This design comes from an exercise in tuning for small area, a short achievable clock period and few clock cycles per item on the open sky130 flow, not from production work. RTL that was checked went through simulation tests only; none was proved equivalent to the original. Only the layout flow was run in runs 1 and 4; the RTL was not checked for function there.

File: flow/flow/resynth.tcl
# Re-map the combinational logic of the standard synthesis netlist with ABC.
# The flip-flops are left as they are (same instances, names and cell types).
# env: RS_IN (netlist in), RS_OUT (netlist out), RS_LIB, RS_DONTUSE, RS_D (ABC delay target, ps),
#      RS_SCRIPT (optional ABC script)
yosys -import
set lib $::env(RS_LIB)
set du {}
foreach c $::env(RS_DONTUSE) { lappend du -dont_use $c }
read_liberty -ignore_miss_func $lib
# keep the sequential and tie cells as black boxes
foreach m [split [string trim [tee -q -s result.string select -list-mod sky130_fd_sc_hd__df* sky130_fd_sc_hd__conb_*]] "\n"] {
  blackbox $m
}
read_verilog $::env(RS_IN)
hierarchy -top alu
# Keep the full-adder cells that no flip-flop feeds (the multiplier's tree) as they are.
if {[info exists ::env(RS_KEEP_FA)] && $::env(RS_KEEP_FA)} {
  set fh [open $::env(RS_IN) r]; set ntxt [read $fh]; close $fh
  set fft [lsort -unique [regexp -all -inline {sky130_fd_sc_hd__df[a-z0-9_]+} $ntxt]]
  set ffsel {}
  set rules {}
  foreach m $fft { lappend ffsel "alu/t:$m"; append rules ":-${m}\[D,RESET_B,SET_B\]" }
  select -set ffs {*}$ffsel
  select -set regcone @ffs %co*$rules
  select -set keepfa alu/t:sky130_fd_sc_hd__fa_1 @regcone %d
  select -count @keepfa
  setattr -set keep_hierarchy 1 @keepfa
  select -clear
}
flatten alu
select -module alu
opt -purge
select -clear
hierarchy -top alu
set abc_args [list -liberty $lib {*}$du -D $::env(RS_D)]
if {[info exists ::env(RS_SCRIPT)] && $::env(RS_SCRIPT) ne ""} { lappend abc_args -script $::env(RS_SCRIPT) }
if {[info exists ::env(RS_CONSTR)] && $::env(RS_CONSTR) ne ""} { lappend abc_args -constr $::env(RS_CONSTR) }
abc {*}$abc_args
opt_clean -purge
if {[info exists ::env(RS_KEEP_FA)] && $::env(RS_KEEP_FA)} {
  blackbox sky130_fd_sc_hd__fa_1
}
hilomap -singleton -hicell sky130_fd_sc_hd__conb_1 HI -locell sky130_fd_sc_hd__conb_1 LO
splitnets
opt_clean -purge
tee -o $::env(RS_OUT).stat stat -liberty $lib
write_verilog -noattr -noexpr -nohex -nodec $::env(RS_OUT)
File: flow/constraint.sdc
create_clock -name core_clock -period 14.0 [get_ports {clk}]
set_input_delay 2.8000 -clock core_clock [delete_from_list [all_inputs] [get_ports {clk}]]
set_output_delay 2.8000 -clock core_clock [all_outputs]
set_load 0.01 [all_outputs]
File: flow/standard.sh
#!/bin/bash
# synth_recipe.tcl (not shown) runs the flow's synth.tcl, then flattens the netlist and writes it again
# the make line also repeats each setting of config.mk as NAME=value (left out here)
make -C /OpenROAD-flow-scripts/flow DESIGN_CONFIG=/design/flow/config.mk WORK_HOME=/design/flow/orfs CLKGATE_MAP_FILE= SYNTH_SCRIPT=/design/flow/synth_recipe.tcl "${@:-finish}"
File: flow/config.mk
export PLATFORM = sky130hd
export DESIGN_NAME = alu
export DESIGN_NICKNAME = alu
export VERILOG_FILES = /design/flow/design.v
export SDC_FILE = /design/flow/constraint.sdc
export NUM_CORES = 4
export LEC_CHECK = 0
export CAP_MARGIN = 20
export CORE_MARGIN = 2
export CORE_UTILIZATION = 40
export CTS_BUF_LIST = sky130_fd_sc_hd__clkbuf_4
export SLEW_MARGIN = 20
File: flow/flow/orfs_env
export BUFFER_PORTS_ARGS="-buffer_cell sky130_fd_sc_hd__buf_2"
File: flow/flow/keep_fa
0
File: flow/flow/s.abc
strash
&get -n
&fraig -x
&put
scorr
dc2
strash
dch -f
balance
resub -K 6
rewrite
resub -K 6 -N 2
refactor
resub -K 8
balance
resub -K 8 -N 2
rewrite
resub -K 10
rewrite -z
resub -K 10 -N 2
balance
resub -K 12
refactor -z
resub -K 12 -N 2
rewrite -z
balance
dch -f
map {D}
topo
buffer -p
upsize {D}
dnsize {D}
stime -p
File: flow/flow/abc_delay_ps
3000
File: flow/flow/run.sh
#!/bin/bash
# Layout flow: the standard synthesis, then the combinational logic re-mapped
# by ABC (flip-flops untouched), then the standard ORFS flow from floorplan on.
# Each tool's output goes to a log file of its own in the work folder.
set -euo pipefail
W=$(pwd)
F=$W/flow
R=$W/orfs/results/${FLOW_PLATFORM}/alu/base
ABC_D=$(cat $F/abc_delay_ps)
bash standard.sh synth > $W/log_1_standard_synth.txt 2>&1
cp $R/1_2_yosys.v $W/standard_1_2_yosys.v
DU=$(make -s -C $FLOW_HOME DESIGN_CONFIG=$FLOW_CONFIG WORK_HOME=$W/orfs print-DONT_USE_CELLS | sed 's/^DONT_USE_CELLS: //')
printf 'set_driving_cell sky130_fd_sc_hd__buf_1\nset_load 5\n' > $W/abc.constr
sed "s/{D}/-D $ABC_D/g" $F/s.abc > $W/resynth.abc
RS_IN=$W/standard_1_2_yosys.v RS_OUT=$W/resynth.v \
  RS_LIB=$FLOW_HOME/platforms/${FLOW_PLATFORM}/lib/sky130_fd_sc_hd__tt_025C_1v80.lib \
  RS_DONTUSE="$DU" RS_D=$ABC_D RS_SCRIPT=$W/resynth.abc RS_CONSTR=$W/abc.constr \
  RS_KEEP_FA=$(cat $F/keep_fa 2>/dev/null || echo 0) yosys -c $F/resynth.tcl > $W/log_2_resynth.txt 2>&1
cp $W/resynth.v $R/1_2_yosys.v
rm -f $R/1_synth.odb $R/1_synth.sdc
if [[ -f $F/orfs_env ]]; then source $F/orfs_env; fi
bash standard.sh finish > $W/log_3_standard_finish.txt 2>&1
File: flow/design.v
module addsub(input mul, input sub, input [15:0] a, input [7:0] b,
              input [15:0] mx, input [15:0] my, output [15:0] y);
    wire [15:0] bx = {{8{b[7]}}, b} ^ {16{sub}};
    wire [15:0] p  = mul ? mx : a;
    wire [15:0] q  = mul ? my : bx;
    assign y = p + q + {15'd0, ~mul & sub};
endmodule
module mul8s_tree(input [7:0] a, input [7:0] b, output [15:0] x, output [15:0] y);
    wire m1 = (a[0] & b[0]);
    wire m2 = (a[0] & b[1]);
    wire m3 = (a[1] & b[0]);
    wire m4 = (a[0] & b[2]);
    wire m5 = (a[1] & b[1]);
    wire m6 = (a[2] & b[0]);
    wire m7 = (a[0] & b[3]);
    wire m8 = (a[1] & b[2]);
    wire m9 = (a[2] & b[1]);
    wire m10 = (a[3] & b[0]);
    wire m11 = (a[0] & b[4]);
    wire m12 = (a[1] & b[3]);
    wire m13 = (a[2] & b[2]);
    wire m14 = (a[3] & b[1]);
    wire m15 = (a[4] & b[0]);
    wire m16 = (a[0] & b[5]);
    wire m17 = (a[1] & b[4]);
    wire m18 = (a[2] & b[3]);
    wire m19 = (a[3] & b[2]);
    wire m20 = (a[4] & b[1]);
    wire m21 = (a[5] & b[0]);
    wire m22 = (a[0] & b[6]);
    wire m23 = (a[1] & b[5]);
    wire m24 = (a[2] & b[4]);
    wire m25 = (a[3] & b[3]);
    wire m26 = (a[4] & b[2]);
    wire m27 = (a[5] & b[1]);
    wire m28 = (a[6] & b[0]);
    wire m29 = ~(a[0] & b[7]);
    wire m30 = (a[1] & b[6]);
    wire m31 = (a[2] & b[5]);
    wire m32 = (a[3] & b[4]);
    wire m33 = (a[4] & b[3]);
    wire m34 = (a[5] & b[2]);
    wire m35 = (a[6] & b[1]);
    wire m36 = ~(a[7] & b[0]);
    wire m37 = ~(a[1] & b[7]);
    wire m38 = (a[2] & b[6]);
    wire m39 = (a[3] & b[5]);
    wire m40 = (a[4] & b[4]);
    wire m41 = (a[5] & b[3]);
    wire m42 = (a[6] & b[2]);
    wire m43 = ~(a[7] & b[1]);
    wire m44 = ~(a[2] & b[7]);
    wire m45 = (a[3] & b[6]);
    wire m46 = (a[4] & b[5]);
    wire m47 = (a[5] & b[4]);
    wire m48 = (a[6] & b[3]);
    wire m49 = ~(a[7] & b[2]);
    wire m50 = ~(a[3] & b[7]);
    wire m51 = (a[4] & b[6]);
    wire m52 = (a[5] & b[5]);
    wire m53 = (a[6] & b[4]);
    wire m54 = ~(a[7] & b[3]);
    wire m55 = ~(a[4] & b[7]);
    wire m56 = (a[5] & b[6]);
    wire m57 = (a[6] & b[5]);
    wire m58 = ~(a[7] & b[4]);
    wire m59 = ~(a[5] & b[7]);
    wire m60 = (a[6] & b[6]);
    wire m61 = ~(a[7] & b[5]);
    wire m62 = ~(a[6] & b[7]);
    wire m63 = ~(a[7] & b[6]);
    wire m64 = (a[7] & b[7]);
    wire m65 = m22 ^ m23;
    wire m66 = m22 & m23;
    wire m67 = m29 ^ m30 ^ m31;
    wire m68 = (m29 & m30) | (m31 & (m29 ^ m30));
    wire m69 = m32 ^ m33;
    wire m70 = m32 & m33;
    wire m71 = m37 ^ m38 ^ m39;
    wire m72 = (m37 & m38) | (m39 & (m37 ^ m38));
    wire m73 = m40 ^ m41 ^ m42;
    wire m74 = (m40 & m41) | (m42 & (m40 ^ m41));
    wire m75 = m44 ^ m45 ^ m46;
    wire m76 = (m44 & m45) | (m46 & (m44 ^ m45));
    wire m77 = m11 ^ m12;
    wire m78 = m11 & m12;
    wire m79 = m16 ^ m17 ^ m18;
    wire m80 = (m16 & m17) | (m18 & (m16 ^ m17));
    wire m81 = m19 ^ m20;
    wire m82 = m19 & m20;
    wire m83 = m24 ^ m25 ^ m26;
    wire m84 = (m24 & m25) | (m26 & (m24 ^ m25));
    wire m85 = m27 ^ m28 ^ m65;
    wire m86 = (m27 & m28) | (m65 & (m27 ^ m28));
    wire m87 = m34 ^ m35 ^ m36;
    wire m88 = (m34 & m35) | (m36 & (m34 ^ m35));
    wire m89 = m67 ^ m69 ^ m66;
    wire m90 = (m67 & m69) | (m66 & (m67 ^ m69));
    wire m91 = m43 ^ 1'b1 ^ m71;
    wire m92 = (m43 & 1'b1) | (m71 & (m43 ^ 1'b1));
    wire m93 = m73 ^ m68 ^ m70;
    wire m94 = (m73 & m68) | (m70 & (m73 ^ m68));
    wire m95 = m47 ^ m48 ^ m49;
    wire m96 = (m47 & m48) | (m49 & (m47 ^ m48));
    wire m97 = m75 ^ m72 ^ m74;
    wire m98 = (m75 & m72) | (m74 & (m75 ^ m72));
    wire m99 = m50 ^ m51 ^ m52;
    wire m100 = (m50 & m51) | (m52 & (m50 ^ m51));
    wire m101 = m53 ^ m54 ^ m76;
    wire m102 = (m53 & m54) | (m76 & (m53 ^ m54));
    wire m103 = m55 ^ m56 ^ m57;
    wire m104 = (m55 & m56) | (m57 & (m55 ^ m56));
    wire m105 = m7 ^ m8;
    wire m106 = m7 & m8;
    wire m107 = m13 ^ m14 ^ m15;
    wire m108 = (m13 & m14) | (m15 & (m13 ^ m14));
    wire m109 = m21 ^ m79 ^ m81;
    wire m110 = (m21 & m79) | (m81 & (m21 ^ m79));
    wire m111 = m83 ^ m85 ^ m80;
    wire m112 = (m83 & m85) | (m80 & (m83 ^ m85));
    wire m113 = m87 ^ m89 ^ m84;
    wire m114 = (m87 & m89) | (m84 & (m87 ^ m89));
    wire m115 = m91 ^ m93 ^ m88;
    wire m116 = (m91 & m93) | (m88 & (m91 ^ m93));
    wire m117 = m95 ^ m97 ^ m92;
    wire m118 = (m95 & m97) | (m92 & (m95 ^ m97));
    wire m119 = m99 ^ m101 ^ m96;
    wire m120 = (m99 & m101) | (m96 & (m99 ^ m101));
    wire m121 = m58 ^ m103 ^ m100;
    wire m122 = (m58 & m103) | (m100 & (m58 ^ m103));
    wire m123 = m59 ^ m60 ^ m61;
    wire m124 = (m59 & m60) | (m61 & (m59 ^ m60));
    wire m125 = m4 ^ m5;
    wire m126 = m4 & m5;
    wire m127 = m9 ^ m10 ^ m105;
    wire m128 = (m9 & m10) | (m105 & (m9 ^ m10));
    wire m129 = m77 ^ m107 ^ m106;
    wire m130 = (m77 & m107) | (m106 & (m77 ^ m107));
    wire m131 = m78 ^ m109 ^ m108;
    wire m132 = (m78 & m109) | (m108 & (m78 ^ m109));
    wire m133 = m82 ^ m111 ^ m110;
    wire m134 = (m82 & m111) | (m110 & (m82 ^ m111));
    wire m135 = m86 ^ m113 ^ m112;
    wire m136 = (m86 & m113) | (m112 & (m86 ^ m113));
    wire m137 = m90 ^ m115 ^ m114;
    wire m138 = (m90 & m115) | (m114 & (m90 ^ m115));
    wire m139 = m94 ^ m117 ^ m116;
    wire m140 = (m94 & m117) | (m116 & (m94 ^ m117));
    wire m141 = m98 ^ m119 ^ m118;
    wire m142 = (m98 & m119) | (m118 & (m98 ^ m119));
    wire m143 = m102 ^ m121 ^ m120;
    wire m144 = (m102 & m121) | (m120 & (m102 ^ m121));
    wire m145 = m104 ^ m123 ^ m122;
    wire m146 = (m104 & m123) | (m122 & (m104 ^ m123));
    wire m147 = m62 ^ m63 ^ m124;
    wire m148 = (m62 & m63) | (m124 & (m62 ^ m63));
    assign x = {1'b1, m64, m147, m145, m143, m141, m139, m137, m135, m133, m131, m129, m127, m6, m2, m1};
    assign y = {1'b0, m148, m146, m144, m142, m140, m138, m136, m134, m132, m130, m128, m126, m125, m3, 1'b0};
endmodule
module divstep4(input [7:0] r, input [1:0] b, input [7:0] d, input [9:0] d3,
                output [1:0] q, output [7:0] rn);
    wire [9:0]  t  = {r, b};
    wire [10:0] s1 = {1'b0, t} - {3'b000, d};           
    wire [10:0] s2 = {1'b0, t} - {2'b00, d, 1'b0};      
    wire [10:0] s3 = {1'b0, t} - {1'b0, d3};            
    wire ge1 = ~s1[10];
    wire ge2 = ~s2[10];
    wire ge3 = ~s3[10];
    assign q  = {ge2, ge3 | (ge1 & ~ge2)};
    assign rn = ge3 ? s3[7:0] : ge2 ? s2[7:0] : ge1 ? s1[7:0] : t[7:0];
endmodule
module alu(
    input wire clk,
    input wire reset,
    input wire start,
    input wire [1:0] op_select,    
    input wire [15:0] op1,
    input wire [7:0] op2,
    output reg [15:0] res,
    output reg done
);
    wire [15:0] mx, my;
    mul8s_tree u_mul (.a(op1[7:0]), .b(op2), .x(mx), .y(my));
    wire [15:0] sum;
    addsub u_add (.mul(op_select[1]), .sub(op_select[0]), .a(op1), .b(op2),
                  .mx(mx), .my(my), .y(sum));
    reg        busy;         
    reg  [7:0] rem_r;        
    reg  [3:0] q_r;          
    always @(posedge clk or posedge reset)
        if (reset) busy <= 1'b0;
        else       busy <= start & op_select[1] & op_select[0];
    wire [9:0] d3 = {2'b00, op2} + {1'b0, op2, 1'b0};    
    wire [3:0] n  = busy ? op1[3:0] : op1[7:4];
    wire [7:0] r0 = busy ? rem_r : op1[15:8];
    wire [7:0] r1, r2;
    wire [3:0] q;
    divstep4 u0 (.r(r0), .b(n[3:2]), .d(op2), .d3(d3), .q(q[3:2]), .rn(r1));
    divstep4 u1 (.r(r1), .b(n[1:0]), .d(op2), .d3(d3), .q(q[1:0]), .rn(r2));
    always @(posedge clk) begin
        rem_r <= r2;
        q_r   <= q;
    end
    always @(*) begin
        if (op_select == 2'b11) begin
            res  = {q_r, q, r2};
            done = busy;
        end else begin
            res  = sum;
            done = 1'b1;
        end
    end
endmodule
==> results_dict.tcl, run 1 <==
set metrics [dict create \
    cts_tree "done" \
    wl_um 18800 \
    place_congestion 0.972 \
    initialDrtViolationCount 580 \
    report.final.slew_viol_count 0 \
    tightest_slew_ns 1.10 \
    grt_pass1_vias 5969 \
    die_y_um 118 \
    hold_viol 0 \
    maxCapViolations 0 \
    initial_core_util 0.412 \
    dp_worst_setup_slack_ns 2.66 \
    startpoint_type "primary input" \
    crit_arrival_ns 8.79 \
    setup_viol 0 \
    grt_start_max_net_pins 37 \
    multi_input_area_sq_um 4460 \
    vias 6471 \
    viasPerCell 5.65 \
    ys.warnings.count 1 \
    areaGrowthSynthToFinish_pct 6.38 \
    firstDrtPassIters 5 \
    clock-sinks 13 \
    grt_pass1_wl_um 30700 \
    cp_top_family "compound AO/OA/AOI/OAI gates" \
    final_area_sq_um 5550 \
    syn-cell-area_sq_um 5220 \
    max_stage_delay_ns 0.86 \
    rsz0062_at_grt "false" \
    insertedDiodeCount 0 \
    fillCellCount 1436 \
    setup.worst_path.class "in2out" \
    cp.required_ns 11.20 \
    fin_skew_ns 0.0243 \
    postPlaceCellArea_sq_um 5520 \
    synthesis.instances 956 \
    cts_resized 0 \
    ant_nets 0 \
    critical_path.endpoint_type "output port" \
    dieArea_sq_um 14000 \
    antenna_found_initial 0 \
    finalCritPeriodShare 0.828 \
    mostFrequentLayoutCells "nand2_1, nor2_1, inv_1" \
    hold_ws_ns 0.991 \
    htree_levels 1 \
    die_w_um 118 \
    numPortBuffers 45 \
    final_common_cell "nand2_1" \
    cts_setup_buffers 0 \
    insertion_delay_ns 0.30 \
    clockBufferDepth 2 \
    wire_per_inst_um 16.5 \
    dpl.hpwl_um 14700 \
    utilization 0.438 \
    min_path_type "reg2reg" \
    path_clk_slew_ns 0.08 \
    cts_made_buffers 3 \
    fin_nets 1003 \
    core_sq_um 12700 \
    slowest_stage "a21oi_1" \
    fin_ws_ns 2.41 \
    hold_buffers 0 \
    stdcell_count 1145 \
    status "complete, no violations" \
    crit_fanout 17 \
    cp_num_buf_inv 3 \
    fin_setup_tns_ns 0 \
    syn_avg_cell_area_sq_um 5.46 \
    period_needed_ns 11.59 \
    relSlewSlack 0.269 \
    fmax_mhz 86.3 \
    rows 41 \
    ioPinCount 46 \
    track_usage 0.269 \
    root_buffer "clkbuf_4" \
    seqCellArea_sq_um 265 \
    drive_gt1_frac 0.140 \
    critical_path.most_common_cell "nand2_1" \
    grt.overflow.total 0 \
    placedCellCount 1141 \
    drc 0 \
]
worst min-delay path, stage by stage (launching register included):
cell and delay [ns]:
dfxtp_1 0.30, nand2_1 0.05, nand2_1 0.11, nand2_1 0.12
a21oi_2 0.08, or2_4 0.27
state kept, by name, indices dropped and copies added (netlist names):
name / count
q_r: 4
busy: 1
rem_r: 8
final timing paths:
kind / start / end / slack [ns] / depth (start not counted)
worst max-delay path: op2[3] / res[1] / 2.41 / 29
worst min-delay path: rem_r[5]$_DFF_P_ / q_r[3]$_DFF_P_ / 0.99 / 5
worst max register to register: busy$_DFF_PP0_ / rem_r[3]$_DFF_P_ / 8.25 / 26
worst min register to register: rem_r[5]$_DFF_P_ / q_r[3]$_DFF_P_ / 0.99 / 5
max in group asynchronous: reset / busy$_DFF_PP0_ / 11.58 / 2
min in group asynchronous: reset / busy$_DFF_PP0_ / 2.34 / 2
cell type report:
| cell class | count | area share |
|---|---|---|
| Inverter | 90 | 0.0608 |
| Clock buffer | 4 | 0.00541 |
| Tap cell | 172 | 0.0388 |
| Sequential cell | 13 | 0.0478 |
| Timing Repair Buffer | 47 | 0.0433 |
| Multi-Input combinational cell | 819 | 0.804 |
routing by layer:
metal | global-route usage | share of wire | vias to the layer above
met4 | 0.0489 | 0.022 | 0
li1 | - | - | 3240
met5 | 0 | 0 | -
met2 | 0.435 | 0.43 | 264
met3 | 0.0401 | 0.082 | 38
met1 | 0.379 | 0.47 | 2929
==> run 2, diff against run 1 <==
--- a/flow/design.v
+++ b/flow/design.v
@@ -158,15 +158,34 @@
     assign y = {1'b0, m148, m146, m144, m142, m140, m138, m136, m134, m132, m130, m128, m126, m125, m3, 1'b0};
 endmodule
-module divstep4(input [7:0] r, input [1:0] b, input [7:0] d, input [9:0] d3,
-                output [1:0] q, output [7:0] rn);
-    wire [9:0]  t  = {r, b};
-    wire [10:0] s1 = {1'b0, t} - {3'b000, d};           
-    wire [10:0] s2 = {1'b0, t} - {2'b00, d, 1'b0};      
-    wire [10:0] s3 = {1'b0, t} - {1'b0, d3};            
-    wire ge1 = ~s1[10];
-    wire ge2 = ~s2[10];
-    wire ge3 = ~s3[10];
-    assign q  = {ge2, ge3 | (ge1 & ~ge2)};
-    assign rn = ge3 ? s3[7:0] : ge2 ? s2[7:0] : ge1 ? s1[7:0] : t[7:0];
+module divrow(input [8:0] t, input [7:0] d, output c, output [7:0] r);
+    wire [7:0] g = t[7:0] & ~d;
+    wire [7:0] p = t[7:0] | ~d;
+    wire [7:0] x = ~(t[7:0] ^ d);
+    wire G1 = g[1] | (p[1] & p[0]);
+    wire G2 = g[3] | (p[3] & g[2]);
+    wire P2 = p[3] & p[2];
+    wire G3 = g[5] | (p[5] & g[4]);
+    wire P3 = p[5] & p[4];
+    wire G4 = g[7] | (p[7] & g[6]);
+    wire P4 = p[7] & p[6];
+    wire G5 = g[2] | (p[2] & G1);
+    wire G6 = G2 | (P2 & G1);
+    wire G7 = g[6] | (p[6] & G3);
+    wire P7 = p[6] & P3;
+    wire G8 = G4 | (P4 & G3);
+    wire P8 = P4 & P3;
+    wire G9 = g[4] | (p[4] & G6);
+    wire G10 = G3 | (P3 & G6);
+    wire G11 = G7 | (P7 & G6);
+    wire G12 = G8 | (P8 & G6);
+    assign c = t[8] | G12;
+    assign r[0] = c ? (x[0] ^ 1'b1) : t[0];
+    assign r[1] = c ? (x[1] ^ p[0]) : t[1];
+    assign r[2] = c ? (x[2] ^ G1) : t[2];
+    assign r[3] = c ? (x[3] ^ G5) : t[3];
+    assign r[4] = c ? (x[4] ^ G6) : t[4];
+    assign r[5] = c ? (x[5] ^ G9) : t[5];
+    assign r[6] = c ? (x[6] ^ G10) : t[6];
+    assign r[7] = c ? (x[7] ^ G11) : t[7];
 endmodule
 module alu(
@@ -191,18 +210,21 @@
         if (reset) busy <= 1'b0;
         else       busy <= start & op_select[1] & op_select[0];
-    wire [9:0] d3 = {2'b00, op2} + {1'b0, op2, 1'b0};    
-    wire [3:0] n  = busy ? op1[3:0] : op1[7:4];
-    wire [7:0] r0 = busy ? rem_r : op1[15:8];
-    wire [7:0] r1, r2;
+    wire [3:0] n = busy ? op1[3:0] : op1[7:4];
+    wire [7:0] rem [0:4];
     wire [3:0] q;
-    divstep4 u0 (.r(r0), .b(n[3:2]), .d(op2), .d3(d3), .q(q[3:2]), .rn(r1));
-    divstep4 u1 (.r(r1), .b(n[1:0]), .d(op2), .d3(d3), .q(q[1:0]), .rn(r2));
+    assign rem[0] = busy ? rem_r : op1[15:8];
+    genvar i;
+    generate
+        for (i = 0; i < 4; i = i + 1) begin : rows
+            divrow u (.t({rem[i], n[3-i]}), .d(op2), .c(q[3-i]), .r(rem[i+1]));
+        end
+    endgenerate
     always @(posedge clk) begin
-        rem_r <= r2;
+        rem_r <= rem[4];
         q_r   <= q;
     end
     always @(*) begin
         if (op_select == 2'b11) begin
-            res  = {q_r, q, r2};
+            res  = {q_r, q, rem[4]};
             done = busy;
         end else begin
--- a/flow/flow/run.sh
+++ b/flow/flow/run.sh
@@ -10,8 +10,13 @@
 bash standard.sh synth > $W/log_1_standard_synth.txt 2>&1
 cp $R/1_2_yosys.v $W/standard_1_2_yosys.v
+RS_SRC=$W/standard_1_2_yosys.v
+if [[ -f $F/fa_polarity.py ]]; then
+  python3 $F/fa_polarity.py $W/standard_1_2_yosys.v $W/polarity_1_2_yosys.v > $W/log_2a_fa_polarity.txt 2>&1
+  RS_SRC=$W/polarity_1_2_yosys.v
+fi
 DU=$(make -s -C $FLOW_HOME DESIGN_CONFIG=$FLOW_CONFIG WORK_HOME=$W/orfs print-DONT_USE_CELLS | sed 's/^DONT_USE_CELLS: //')
 printf 'set_driving_cell sky130_fd_sc_hd__buf_1\nset_load 5\n' > $W/abc.constr
 sed "s/{D}/-D $ABC_D/g" $F/s.abc > $W/resynth.abc
-RS_IN=$W/standard_1_2_yosys.v RS_OUT=$W/resynth.v \
+RS_IN=$RS_SRC RS_OUT=$W/resynth.v \
   RS_LIB=$FLOW_HOME/platforms/${FLOW_PLATFORM}/lib/sky130_fd_sc_hd__tt_025C_1v80.lib \
   RS_DONTUSE="$DU" RS_D=$ABC_D RS_SCRIPT=$W/resynth.abc RS_CONSTR=$W/abc.constr \
==> flow/flow/fa_polarity.py (new file) <==
#!/usr/bin/env python3
"""Choose the polarity of full-adder cells to cut the inverters between them.
A full adder is self-dual: FA(~a, ~b, ~c) = (~sum, ~cout). This pass picks, by
local search, which full-adder cells to flip so that fewer full-adder-to-full-adder
connections need an inverter, and rewrites a flipped cell with inverters on all its
inputs and outputs. The inverters next to other logic are left for ABC to absorb.
usage: fa_polarity.py IN.v OUT.v"""
import re, sys, collections, random

text = open(sys.argv[1]).read()
m = re.search(r'^module\s+(\w+)\s*\((.*?)\);(.*?)^endmodule', text, re.S | re.M)
head, body, tail = text[:m.start(3)], m.group(3), text[m.end(3):]
inst_re = re.compile(r'^\s*(sky130_fd_sc_hd__\w+)\s+(\\\S+|\S+)\s*\((.*?)\);\s*$', re.S | re.M)
insts = []
for im in inst_re.finditer(body):
    conns = collections.OrderedDict()
    for pm in re.finditer(r'\.(\w+)\(\s*(.*?)\s*\)\s*(?:,|$)', im.group(3), re.S):
        conns[pm.group(1)] = pm.group(2).strip()
    insts.append([im.group(1), im.group(2), conns])
decls = inst_re.sub('', body)

OUTP = {'X', 'Y', 'Q', 'Q_N', 'SUM', 'COUT', 'HI', 'LO'}
INV = re.compile(r'sky130_fd_sc_hd__(inv|clkinv)_\d+$')
FA = re.compile(r'sky130_fd_sc_hd__fa_\d+$')
drv = {}
for i, (c, n, cs) in enumerate(insts):
    for p, net in cs.items():
        if p in OUTP: drv[net] = i
fas = [i for i, (c, _, _) in enumerate(insts) if FA.match(c)]
idx = {i: k for k, i in enumerate(fas)}

# edges: (src fa, dst fa, parity of inverters between them)
edges = []
for g in fas:
    for p in ('A', 'B', 'CIN'):
        net, par = insts[g][2][p], 0
        while net in drv and INV.match(insts[drv[net]][0]):
            par ^= 1
            net = insts[drv[net]][2]['A']
        if net in drv and FA.match(insts[drv[net]][0]):
            edges.append((idx[drv[net]], idx[g], par))

def cost(v):
    return sum(1 for a, b, e in edges if e ^ v[a] ^ v[b])

best_v, best_c = [0] * len(fas), cost([0] * len(fas))
rng = random.Random(1)
for trial in range(200):
    v = [0] * len(fas) if trial == 0 else [rng.randint(0, 1) for _ in fas]
    c = cost(v)
    improved = True
    while improved:
        improved = False
        for k in range(len(fas)):
            v[k] ^= 1
            c2 = cost(v)
            if c2 < c: c, improved = c2, True
            else: v[k] ^= 1
    if c < best_c: best_v, best_c = v[:], c

n_new = [0]
new_wires = []
def fresh():
    n_new[0] += 1
    w = f"_fapol{n_new[0]}_"
    new_wires.append(w)
    return w
added = []
for k, g in enumerate(fas):
    if not best_v[k]: continue
    cs = insts[g][2]
    for p in ('A', 'B', 'CIN'):
        w = fresh()
        added.append(['sky130_fd_sc_hd__inv_1', f"_fapolinv{n_new[0]}_", collections.OrderedDict([('A', cs[p]), ('Y', w)])])
        cs[p] = w
    for p in ('SUM', 'COUT'):
        if p not in cs or cs[p] == '': continue
        w = fresh()
        added.append(['sky130_fd_sc_hd__inv_1', f"_fapolinv{n_new[0]}_", collections.OrderedDict([('A', w), ('Y', cs[p])])])
        cs[p] = w
insts += added
out = [head, decls.rstrip() + "\n"]
out += [f"  wire {w};\n" for w in new_wires]
for c, n, cs in insts:
    pins = ",\n".join(f"    .{p}({net}{' ' if net.startswith(chr(92)) else ''})" for p, net in cs.items())
    out.append(f"  {c} {n} (\n{pins}\n  );\n")
out.append(tail)
open(sys.argv[2], 'w').write("".join(out))
print(f"{len(fas)} full adders, {len(edges)} links between them; inverted links {cost([0]*len(fas))} -> {best_c}; flipped {sum(best_v)}")
==> flow/flow/keep_fa (replaced) <==
1
==> flow/flow/orfs_env (replaced) <==
export BUFFER_PORTS_ARGS="-buffer_cell sky130_fd_sc_hd__buf_1"
==> run 2 against run 1 <==
  * Die area shrank 18%
  * Critical endpoint is now res[2]
  * Count of clock-buffer cells in the layout is the same
  * Still clean
  * Fmax shrank 6.3%
  * Global-route usage shrank 1.8 points
  * Final area shrank 18%
  * Critical path type unchanged
  * First-iteration DRC count shrank 47%
  * Clock skew shrank 0.0081 ns
  * Final cell count shrank 25%
  * Synthesized cell count shrank 27%
==> results_dict.tcl, run 2 <==
set metrics [dict create \
    wl_um 13900 \
    grt_pass1_wl_um 22800 \
    status "complete, no violations" \
    rows 37 \
    vias 4697 \
    seqCellArea_sq_um 265 \
    slowest_stage "buf_1" \
    tightest_slew_ns 0.721 \
    areaGrowthSynthToFinish_pct 6.68 \
    syn_avg_cell_area_sq_um 6.15 \
    dpl.hpwl_um 11000 \
    hold_buffers 0 \
    fin_skew_ns 0.0162 \
    finalCritPeriodShare 0.883 \
    clock-sinks 13 \
    grt_pass1_vias 4533 \
    maxCapViolations 0 \
    clockBufferDepth 2 \
    syn-cell-area_sq_um 4270 \
    rsz0062_at_grt "false" \
    cts_resized 0 \
    ys.warnings.count 1 \
    root_buffer "clkbuf_4" \
    path_clk_slew_ns 0.10 \
    max_stage_delay_ns 0.53 \
    crit_fanout 18 \
    cp.required_ns 11.20 \
    regToRegStartpoint "busy$_DFF_PP0_" \
    initial_core_util 0.414 \
    crit_arrival_ns 9.57 \
    final_common_cell "nand2_1" \
    startpoint_type "primary input" \
    antenna_found_initial 0 \
    critical_path.endpoint_type "output port" \
    die_w_um 107 \
    utilization 0.441 \
    dieArea_sq_um 11500 \
    grt_start_max_net_pins 32 \
    report.final.slew_viol_count 0 \
    wire_per_inst_um 16.2 \
    core_sq_um 10300 \
    cts_tree "done" \
    fin_setup_tns_ns 0 \
    htree_levels 1 \
    drc 0 \
    setup_viol 0 \
    multi_input_area_sq_um 3540 \
    numPortBuffers 45 \
    min_path_type "reg2reg" \
    insertion_delay_ns 0.30 \
    period_needed_ns 12.37 \
    fillCellCount 1104 \
    place_congestion 0.899 \
    setup.worst_path.class "in2out" \
    largest_register_ffs 8 \
    fmax_mhz 80.9 \
    ioPinCount 46 \
    ant_nets 0 \
    hold_viol 0 \
    fin_nets 789 \
    hold_ws_ns 0.721 \
    relSlewSlack 0.519 \
    drive_gt1_frac 0.0831 \
    cts_setup_buffers 0 \
    cts_made_buffers 3 \
    biggestRegsByFlops "rem_r: 8 flops, q_r: 4 flops, busy: 1 flops" \
    viasPerCell 5.47 \
    synthesis.instances 694 \
    holdCritStartpoint "rem_r[7]$_DFF_P_" \
    firstDrtPassIters 5 \
    mostFrequentLayoutCells "nand2_1, nor2_1, inv_1" \
    die_y_um 107 \
    grt.overflow.total 0 \
    top_register "rem_r" \
    track_usage 0.251 \
    initialDrtViolationCount 309 \
    cp-startpoint "op2[1]" \
]
[run 2: layout make-up]
class / instances / share of cell area
Tap cell: 136 / 0.0374
Timing Repair Buffer: 53 / 0.0503
Clock buffer: 4 / 0.00659
Sequential cell: 13 / 0.0582
Inverter: 84 / 0.0692
Antenna cell: 1 / 0.000549
Multi-Input combinational cell: 568 / 0.778
[run 2: metal layers]
layer	wire length, um	track usage
met1	6470	0.351
met2	6100	0.398
met3	1080	0.0454
met4	305	0.0659
met5	0	0
[run 2: worst paths after layout]
check | endpoint | cells after the start | slack [ns]
min reg2reg | q_r[3]$_DFF_P_ | 2 | 0.72
max in group asynchronous | busy$_DFF_PP0_ | 2 | 11.63
min in group asynchronous | busy$_DFF_PP0_ | 2 | 2.28
max | res[2] | 40 | 1.63
min | q_r[3]$_DFF_P_ | 2 | 0.72
max reg2reg | rem_r[1]$_DFF_P_ | 42 | 7.06
[run 2: stage by stage]
step | std cells | area [sq um] | worst slack (ns)
floorplan | 694 | 4270 | 3.44
global placement | 854 | 4520 | 2.03
detailed placement | 854 | 4520 | 1.74
CTS | 858 | 4550 | 1.70
global route | 858 | 4550 | 1.03
finish | 859 | 4550 | 1.63
[run 2: worst max-delay path, delay by kind of cell]
| kind | cells | cell delay [ns] |
|---|---|---|
| compound gates | 15 | 3.23 |
| simple gates | 22 | 2.50 |
| buf+inv | 3 | 0.99 |
Testbench counts of run 2, summed over its fixed seeds: cycles 9,972, ops 8,000.
==> run 3, diff against run 2 <==
--- a/flow/design.v
+++ b/flow/design.v
@@ -204,28 +204,36 @@
     addsub u_add (.mul(op_select[1]), .sub(op_select[0]), .a(op1), .b(op2),
                   .mx(mx), .my(my), .y(sum));
-    reg        busy;         
+    reg        s1, s2;       
     reg  [7:0] rem_r;        
     reg  [3:0] q_r;          
+    reg  [7:0] d_r;          
+    reg  [3:0] n_r;          
     always @(posedge clk or posedge reset)
-        if (reset) busy <= 1'b0;
-        else       busy <= start & op_select[1] & op_select[0];
-    wire [3:0] n = busy ? op1[3:0] : op1[7:4];
+        if (reset) begin
+            s1 <= 1'b0;
+            s2 <= 1'b0;
+        end else begin
+            s1 <= start & op_select[1] & op_select[0];
+            s2 <= s1;
+        end
     wire [7:0] rem [0:4];
     wire [3:0] q;
-    assign rem[0] = busy ? rem_r : op1[15:8];
+    assign rem[0] = rem_r;
     genvar i;
     generate
         for (i = 0; i < 4; i = i + 1) begin : rows
-            divrow u (.t({rem[i], n[3-i]}), .d(op2), .c(q[3-i]), .r(rem[i+1]));
+            divrow u (.t({rem[i], n_r[3-i]}), .d(d_r), .c(q[3-i]), .r(rem[i+1]));
         end
     endgenerate
     always @(posedge clk) begin
-        rem_r <= rem[4];
+        rem_r <= start ? op1[15:8] : rem[4];
         q_r   <= q;
+        d_r   <= op2;
+        n_r   <= s1 ? op1[3:0] : op1[7:4];
     end
     always @(*) begin
         if (op_select == 2'b11) begin
             res  = {q_r, q, rem[4]};
-            done = busy;
+            done = s2;
         end else begin
             res  = sum;
==> flow/flow/run.sh (replaced) <==
#!/bin/bash
set -euo pipefail
W=$(pwd)
F=$W/flow
R=$W/orfs/results/${FLOW_PLATFORM}/alu/base
LIB=$FLOW_HOME/platforms/${FLOW_PLATFORM}/lib/sky130_fd_sc_hd__tt_025C_1v80.lib
bash standard.sh synth > $W/log_1_standard_synth.txt 2>&1
cp $R/1_2_yosys.v $W/standard_1_2_yosys.v
DU=$(make -s -C $FLOW_HOME DESIGN_CONFIG=$FLOW_CONFIG WORK_HOME=$W/orfs print-DONT_USE_CELLS | sed 's/^DONT_USE_CELLS: //')
printf 'set_driving_cell sky130_fd_sc_hd__buf_1\nset_load 5\n' > $W/abc.constr
MS_DESIGN=$FLOW_DESIGN MS_OUT=$W/own_synth.v MS_LIB=$LIB MS_DONTUSE="$DU" \
  MS_SCRIPT=$F/s.abc MS_DMAP="$(cat $F/abc_targets)" MS_DDEF=$(cat $F/abc_default) MS_CONSTR=$W/abc.constr \
  yosys -c $F/mysynth.tcl > $W/log_2_own_synth.txt 2>&1
python3 $F/rename_flops.py $W/standard_1_2_yosys.v $W/own_synth.v $W/own_synth_named.v > $W/log_3_rename.txt 2>&1
cp $W/own_synth_named.v $R/1_2_yosys.v
rm -f $R/1_synth.odb $R/1_synth.sdc
if [[ -f $F/orfs_env ]]; then source $F/orfs_env; fi
bash standard.sh finish > $W/log_4_standard_finish.txt 2>&1
==> flow/flow/abc_default (new file) <==
3000
==> flow/flow/abc_targets (new file) <==
divrow:1200 mul8s_tree:1500 addsub:1000
==> flow/flow/mysynth.tcl (new file) <==
# Own synthesis: hierarchical, ABC per module with its own delay target, then flatten.
# env: MS_DESIGN, MS_OUT, MS_LIB, MS_DONTUSE, MS_SCRIPT (abc script with {D}), MS_DMAP ("mod:D mod:D ..."), MS_DDEF
yosys -import
set lib $::env(MS_LIB)
set du {}
foreach c $::env(MS_DONTUSE) { lappend du -dont_use $c }
read_liberty -lib $lib
read_verilog -sv -DSYNTHESIS $::env(MS_DESIGN)
hierarchy -check -top alu
synth -nofsm -noshare -top alu
dfflibmap -liberty $lib {*}$du
opt
set dmap [dict create]
foreach kv $::env(MS_DMAP) { lassign [split $kv :] m d; dict set dmap $m $d }
set mods [yosys tee -q -s result.string select -list-mod *]
foreach m [split [string trim $mods] "\n"] {
  if {[string match {sky130_*} $m] || $m eq ""} continue
  set d $::env(MS_DDEF)
  foreach k [dict keys $dmap] { if {[string match $k $m]} { set d [dict get $dmap $k] } }
  set f [open $::env(MS_OUT).$m.abc w]
  set src [open $::env(MS_SCRIPT) r]; set txt [read $src]; close $src
  puts $f [string map [list "{D}" "-D $d"] $txt]; close $f
  select -module $m
  abc -liberty $lib {*}$du -constr $::env(MS_CONSTR) -script $::env(MS_OUT).$m.abc -D $d
  select -clear
}
flatten
opt_clean -purge
hilomap -singleton -hicell sky130_fd_sc_hd__conb_1 HI -locell sky130_fd_sc_hd__conb_1 LO
splitnets
opt_clean -purge
tee -o $::env(MS_OUT).stat stat -liberty $lib
write_verilog -noattr -noexpr -nohex -nodec $::env(MS_OUT)
==> flow/flow/orfs_env (replaced) <==
export BUFFER_PORTS_ARGS="-buffer_cell sky130_fd_sc_hd__buf_4"
==> flow/flow/rename_flops.py (new file) <==
#!/usr/bin/env python3
"""Give the flip-flops of an own-synthesis netlist the instance names of the standard
synthesis netlist's flip-flops, matched by the net on their Q pin, and check that the
two sets agree in count, names and cell types (drive strength aside).
usage: rename_flops.py STANDARD.v OWN.v OUT.v"""
import re, sys

INST = re.compile(r'^\s*(sky130_fd_sc_hd__(\w+?)_(\d+))\s+(\\\S+|\S+)\s*\((.*?)\);', re.S | re.M)

def flops(text):
    out = {}
    for m in INST.finditer(text):
        cell, base, inst, body = m.group(1), m.group(2), m.group(4), m.group(5)
        if not base.startswith('df') and not base.startswith('edf') and not base.startswith('sdf'):
            continue
        q = re.search(r'\.Q\(\s*(\\\S+\s|[^\s\)]+)\s*\)', body)
        if not q:
            sys.exit(f"flop {inst} has no Q net")
        out[q.group(1).strip()] = (inst, base, m.start(4), m.end(4))
    return out

std = open(sys.argv[1]).read()
own = open(sys.argv[2]).read()
fs, fo = flops(std), flops(own)
if set(fs) != set(fo):
    sys.exit(f"flop Q nets differ: only standard {sorted(set(fs)-set(fo))[:10]}, only own {sorted(set(fo)-set(fs))[:10]}")
edits = []
for q, (inst, base, a, b) in fo.items():
    sinst, sbase = fs[q][0], fs[q][1]
    if sbase != base:
        sys.exit(f"flop on {q}: cell {base} here, {sbase} in the standard netlist")
    edits.append((a, b, sinst))
# other instances must not already use a standard flop name
names = set(m.group(4) for m in INST.finditer(own))
for q, (inst, base, a, b) in fo.items():
    pass
for a, b, n in sorted(edits, reverse=True):
    own = own[:a] + n + own[b:]
open(sys.argv[3], 'w').write(own)
print(f"renamed {len(edits)} flip-flops")
--- a/flow/config.mk
+++ b/flow/config.mk
@@ -9,4 +9,3 @@
 export CORE_MARGIN = 2
 export CORE_UTILIZATION = 40
-export CTS_BUF_LIST = sky130_fd_sc_hd__clkbuf_4
 export SLEW_MARGIN = 20
removed: flow/flow/abc_delay_ps
removed: flow/flow/fa_polarity.py
removed: flow/flow/keep_fa
removed: flow/flow/resynth.tcl
==> run 3 against run 2 <==
  * Still clean
  * Non-clock buffer count shrank 8
  * Fmax is 18% higher
  * Register-to-register slack got worse by 0.49 ns
==> results_dict.tcl, run 3 <==
set metrics [dict create \
    grt_pass1_vias 4654 \
    rows 41 \
    initialDrtViolationCount 274 \
    dpl.hpwl_um 11300 \
    final_common_cell "nand2_1" \
    biggestRegsByFlops "d_r: 8 flops, rem_r: 8 flops" \
    drive_gt1_frac 0.215 \
    fillCellCount 1373 \
    fin_nets 871 \
    crit_fanout 13 \
    cp-startpoint "d_r[0]$_DFF_P_" \
    crit_cells 41 \
    antenna_found_initial 0 \
    status "complete, no violations" \
    cts_resized 0 \
    seqCellArea_sq_um 531 \
    viasPerCell 5.00 \
    hold_viol 0 \
    reg2reg_depth 40 \
    holdPathStages 0 \
    grt_pass1_wl_um 23000 \
    clockBufferDepth 2 \
    cp_num_buf_inv 3 \
    path_clk_slew_ns 0.07 \
    holdCritStartpoint "s1$_DFF_PP0_" \
    period_needed_ns 10.51 \
    rsz0062_at_grt "false" \
    firstDrtPassIters 5 \
    regToRegStartpoint "d_r[0]$_DFF_P_" \
    areaGrowthSynthToFinish_pct 9.66 \
    drc 0 \
    utilization 0.451 \
    mostFrequentLayoutCells "nand2_1, inv_1, nor2_1" \
    syn_avg_cell_area_sq_um 6.41 \
    initial_core_util 0.411 \
    relSlewSlack 0.452 \
    tightest_slew_ns 0.820 \
    report.final.slew_viol_count 0 \
    ioPinCount 46 \
    hold_buffers 0 \
    htree_levels 1 \
    place_congestion 0.901 \
    ant_nets 0 \
    cts_made_buffers 3 \
    core_sq_um 12700 \
    setup.worst_path.class "reg2out" \
    max_stage_delay_ns 0.59 \
    ys.warnings.count 1 \
    wl_um 13900 \
    routed.top_layer "met4" \
    setup_viol 0 \
    slowest_stage "dfxtp_1" \
    fin_setup_tns_ns 0 \
    track_usage 0.199 \
    cp_top_family "compound AO/OA/AOI/OAI gates" \
    wl_met1_um 6520 \
    startpoint_type "flop" \
    fin_skew_ns 0.00262 \
    grt_start_max_net_pins 39 \
    insertedDiodeCount 0 \
    grt.overflow.total 0 \
    synthesis.instances 812 \
    cts_tree "done" \
    maxCapViolations 0 \
    wire_per_inst_um 13.7 \
    cp.required_ns 11.20 \
    numPortBuffers 45 \
    cts_setup_buffers 0 \
    crit_arrival_ns 7.71 \
    finalCritPeriodShare 0.751 \
    root_buffer "clkbuf_16" \
    critical_path.endpoint_type "output port" \
    insertion_delay_ns 0.26 \
    min_path_type "reg2reg" \
    clock-sinks 26 \
    wl_met3_um 563 \
    multi_input_area_sq_um 4170 \
    syn-cell-area_sq_um 5210 \
    vias 5063 \
    critical_path.most_common_cell "o21ai_2" \
    dieArea_sq_um 13900 \
    die_w_um 118 \
    fmax_mhz 95.1 \
    die_y_um 118 \
    wl_met2_um 6490 \
]
## run 3: changes by cell type in the layout (fill, tap and decap cells not counted), sizes merged, moves of 13 or more
cell / change
a31oi: -13
nand2: +82
nor2: -50
inv: +16
xnor2: +34
xor2: +31
fa: -37
o21ai: +26
## run 3: final timing paths
path,end,slack (ns)
hold / removal,s2$_DFF_PP0_,0.57
max in group asynchronous,s1$_DFF_PP0_,11.51
setup reg to reg,rem_r[4]$_DFF_P_,6.57
setup / recovery,res[0],3.49
hold reg to reg,s2$_DFF_PP0_,0.57
min in group asynchronous,s2$_DFF_PP0_,2.38
## run 3: per-layer routing
layer  vias up  GRT usage
met5         -          0
met4         0     0.0520
met3        14     0.0121
met2       100      0.345
met1      2256      0.267
li1       2693          -
## run 3: cell type report
type | instances | area share
Inverter | 99 | 0.0651
Tap cell | 172 | 0.0377
Multi-Input combinational cell | 667 | 0.730
Sequential cell | 26 | 0.0929
Timing Repair Buffer | 45 | 0.0592
Clock buffer | 4 | 0.0156
## run 3: per-stage QoR
step           std cells  area [sq um]  hold WS, ns  worst slack, ns
2_1_floorplan        813          5210        0.442             4.93
3_3_place_gp        1009          5620        0.548             3.99
3_5_place_dp        1009          5620        0.558             3.75
4_1_cts             1013          5710        0.565             3.44
5_1_grt             1013          5710        0.583             2.66
6_report            1013          5710        0.570             3.49
Testbench counts of run 3, summed over its fixed seeds: cycles 11,944, ops 8,000.
==> run 4, diff against run 3 <==
==> flow/design.v (replaced) <==
module alu(
    input wire clk,
    input wire reset,
    input wire start,
    input wire [1:0] op_select,    
    input wire [15:0] op1,
    input wire [7:0] op2,
    output reg [15:0] res,
    output reg done
);
    wire [15:0] sx = {{8{op2[7]}}, op2};
    wire [15:0] addres = op1 + (sx ^ {16{op_select[0]}}) + {15'd0, op_select[0]};
    wire signed [15:0] prod = $signed(op1[7:0]) * $signed(op2);
    reg        busy;
    reg  [7:0] rem_r;
    reg  [4:0] q_r;
    wire [7:0] rem [0:8];
    wire [7:0] q;
    assign rem[0] = op1[15:8];
    genvar i;
    generate
        for (i = 0; i < 8; i = i + 1) begin : row
            wire [7:0] rin = (i == 5) ? rem_r : rem[i];
            wire [8:0] t = {rin, op1[7-i]};
            wire [9:0] d = {1'b0, t} - {2'b00, op2};
            assign q[7-i] = ~d[9];
            assign rem[i+1] = d[9] ? t[7:0] : d[7:0];
        end
    endgenerate
    always @(posedge clk or posedge reset)
        if (reset) busy <= 1'b0;
        else       busy <= start & op_select[1] & op_select[0];
    always @(posedge clk) begin
        rem_r <= rem[5];
        q_r   <= q[7:3];
    end
    wire [15:0] divres = {q_r, q[2:0], rem[8]};
    wire done_div = busy;
    always @(*) begin
        case (op_select)
            2'b10:   begin res = prod;   done = 1'b1;     end
            2'b11:   begin res = divres; done = done_div; end
            default: begin res = addres; done = 1'b1;     end
        endcase
    end
endmodule
==> flow/run.sh (new file) <==
#!/bin/bash
# synth_recipe.tcl (not shown) runs the flow's synth.tcl, then flattens the netlist and writes it again
# the make line also repeats each setting of config.mk as NAME=value (left out here)
make -C /OpenROAD-flow-scripts/flow DESIGN_CONFIG=/design/flow/config.mk WORK_HOME=/design/flow/orfs CLKGATE_MAP_FILE= SYNTH_SCRIPT=/design/flow/synth_recipe.tcl finish
removed: flow/flow/run.sh
removed: flow/flow/abc_default
removed: flow/flow/abc_targets
removed: flow/flow/mysynth.tcl
removed: flow/flow/orfs_env
removed: flow/flow/rename_flops.py
removed: flow/flow/s.abc
removed: flow/standard.sh
==> run 4 against run 3 <==
  * First-iteration DRC count decreased by 11%
  * Setup slack got worse by 2.7 ns
  * Highest routed layer unchanged
  * Non-clock buffer count increased by 17
  * Final area increased by 38%
  * Flip-flop and latch count decreased by 12
  * Routed wire length increased by 31%
  * Count of clock-buffer cells in the layout unchanged
  * Die area increased by 33%
  * Hold slack improved by 2.1 ns
  * Final cell count increased by 12%
==> results_dict.tcl, run 4 <==
set metrics [dict create \
    relSlewSlack 0.309 \
    synthTopCellsByCount "ha_1, inv_1, nor2_1, fa_1, nand2_1" \
    htree_levels 1 \
    status "complete, no violations" \
    critical_path.endpoint_type "flop" \
    dieArea_sq_um 18500 \
    viasPerCell 5.32 \
    crit_fanout 9 \
    die_w_um 136 \
    synthesis.instances 855 \
    grt_start_max_net_pins 30 \
    drc 0 \
    setup_viol 0 \
    areaGrowthSynthToFinish_pct 12.7 \
    numPortBuffers 45 \
    initial_core_util 0.406 \
    vias 6028 \
    top_register "rem_r" \
    report.final.slew_viol_count 0 \
    finalCritPeriodShare 0.942 \
    ys_seq_elements 14 \
    hold_viol 0 \
    syn-cell-area_sq_um 6970 \
    async_flop_share 0.0714 \
    ioPinCount 46 \
    clock-sinks 14 \
    yosysTopAreaCellShare 0.206 \
    syn_avg_cell_area_sq_um 8.16 \
    yosysSeqAreaShare 0.0409 \
    seqCellArea_sq_um 285 \
    rows 48 \
    fillCellCount 1736 \
    drive_gt1_frac 0.0760 \
    startpoint_type "primary input" \
    cp.required_ns 14.13 \
    synth_edf_count 0 \
    setup.worst_path.class "in2reg" \
    multi_input_area_sq_um 6200 \
    track_usage 0.205 \
    place_congestion 0.868 \
    hold_buffers 0 \
    slowest_stage "clkdlybuf4s50_1" \
    cts_tree "done" \
    insertedDiodeCount 0 \
    grt.overflow.total 0 \
    ant_nets 0 \
    synth_top_flop_cell "dfxtp_1" \
    fin_nets 1117 \
    utilization 0.457 \
    synth_largest_area_cell "ha_1" \
    ys.warnings.count 1 \
    cts_made_buffers 3 \
    clockBufferDepth 2 \
    core_sq_um 17200 \
    grt_pass1_wl_um 30100 \
    wire_per_inst_um 16.1 \
    tightest_slew_ns 1.03 \
    initialDrtViolationCount 244 \
    wl_um 18200 \
    yosys-top-cells-area "ha_1, fa_1, inv_1" \
    synth_most_common_cell "ha_1" \
    period_needed_ns 13.18 \
    largest_register_ffs 8 \
    final_common_cell "ha_1" \
    cts_resized 0 \
    mostFrequentLayoutCells "ha_1, inv_1, nor2_1" \
    fmax_mhz 75.8 \
    min_path_type "in2async" \
    maxCapViolations 0 \
    root_buffer "clkbuf_16" \
    firstDrtPassIters 5 \
    cts_setup_buffers 0 \
    grt_pass1_vias 5989 \
    biggestRegsByFlops "rem_r: 8 flops, q_r: 5 flops, busy: 1 flops" \
    path_clk_slew_ns 0.05 \
    fin_setup_tns_ns 0 \
    dpl.hpwl_um 15200 \
    die_y_um 136 \
    rsz0062_at_grt "false" \
    max_stage_delay_ns 0.48 \
    synth_cell_type_count 68 \
    crit_arrival_ns 13.32 \
    antenna_found_initial 0 \
]
-- run 4: cells by family (layout without fill, tap and decap cells) --
| family | count (synthesis) | count (layout) | share of synthesized area |
|---|---|---|---|
| adders and majority gates | 179 | 179 | 0.390 |
| AOI/OAI and AO/OA | 202 | 202 | 0.191 |
| DFF | 14 | 14 | 0.0409 |
| and+or+nand+nor | 221 | 221 | 0.145 |
| muxes | 53 | 53 | 0.0863 |
| xor gates and xnor gates | 61 | 61 | 0.0766 |
| buffers and inverters | 125 | 178 | 0.0700 |
-- run 4: worst max-delay path: cells and delay by family --
| family | cells | cell delay [ns] |
|---|---|---|
| and+or+nand+nor | 10 | 2.34 |
| adders and majority gates | 5 | 1.47 |
| buffers and inverters | 4 | 1.04 |
| AOI/OAI and AO/OA | 18 | 3.64 |
| muxes | 6 | 2.01 |
-- run 4: metal layers --
layer | global-route usage | part of all wire | vias up
met1 | 0.289 | 0.49 | 2833
met2 | 0.351 | 0.46 | 132
met3 | 0.00783 | 0.037 | 16
met4 | 0.0353 | 0.013 | 0
li1 | - | - | 3047
met5 | 0 | 0 | -
-- run 4: area by class of cell --
type,instances,share of cell area
Tap cell,225,0.0358
Sequential cell,14,0.0363
Inverter,112,0.0538
Multi-Input combinational cell,716,0.789
Timing Repair Buffer,62,0.0736
Clock buffer,4,0.0113
-- run 4: how the worst max path moves through the flow --
stage                       from               end  slack (ns)  depth (start not counted)
after global placement    op1[2]            res[1]        0.89                         29
after floorplan           op2[6]  rem_r[2]$_DFF_P_        1.74                         45
after global routing      op2[2]  rem_r[6]$_DFF_P_        0.08                         43
after CTS                 op2[2]            res[1]        0.78                         27
final                     op2[2]  rem_r[7]$_DFF_P_        0.82                         43
after detailed placement  op2[2]  rem_r[7]$_DFF_P_        0.64                         43
-- run 4: per-stage QoR --
step | setup slack, ns | area (sq um) | cells | hold slack (ns)
floorplan | 1.74 | 6970 | 855 | 2.53
finish | 0.815 | 7860 | 1133 | 2.71
CTS | 0.777 | 7860 | 1133 | 2.72
global placement | 0.891 | 7770 | 1129 | 2.98
detailed placement | 0.643 | 7770 | 1129 | 2.98
global route | 0.0805 | 7860 | 1133 | 2.72

==> re-timing with driven ports <==
The flow's constraints put no driver on any port. The routed layouts listed below were extracted and timed again, unchanged, in two steps.
Step 1 (the two cells are an assumption about what drives the block):
set clk [get_ports {clk}]
set_driving_cell -lib_cell sky130_fd_sc_hd__clkbuf_16 $clk
set_driving_cell -lib_cell sky130_fd_sc_hd__buf_2 [delete_from_list [all_inputs] $clk]
Step 2 moves the port delays by t, midway between the first and last clock arrival at a register: inputs arrive t later, outputs are due t later. That takes back most of the time a late clock gives input paths.
a / b / c = ideal / step 1 / step 2; a / b = the first two.
run | t (ns) | slack for setup (ns) | slew at the worst register clock pin (ns) | worst data-port slew with drivers (ns)
run 1 | 0.318 | 2.415 / 2.393 / 2.393 | 0.11 / 0.11 | 0.03
run 2 | 0.322 | 1.631 / 1.599 / 1.599 | 0.10 / 0.10 | 0.03
run 3 | 0.299 | 3.486 / 3.446 / 3.746 | 0.07 / 0.07 | 0.05
run 4 | 0.277 | 0.815 / 0.827 / 0.550 | 0.05 / 0.05 | 0.04
After both steps setup and hold are still met in every run listed. For run 4, which loses most, drivers alone change the setup slack by +0.012 ns; drivers and shift together by -0.265 ns.
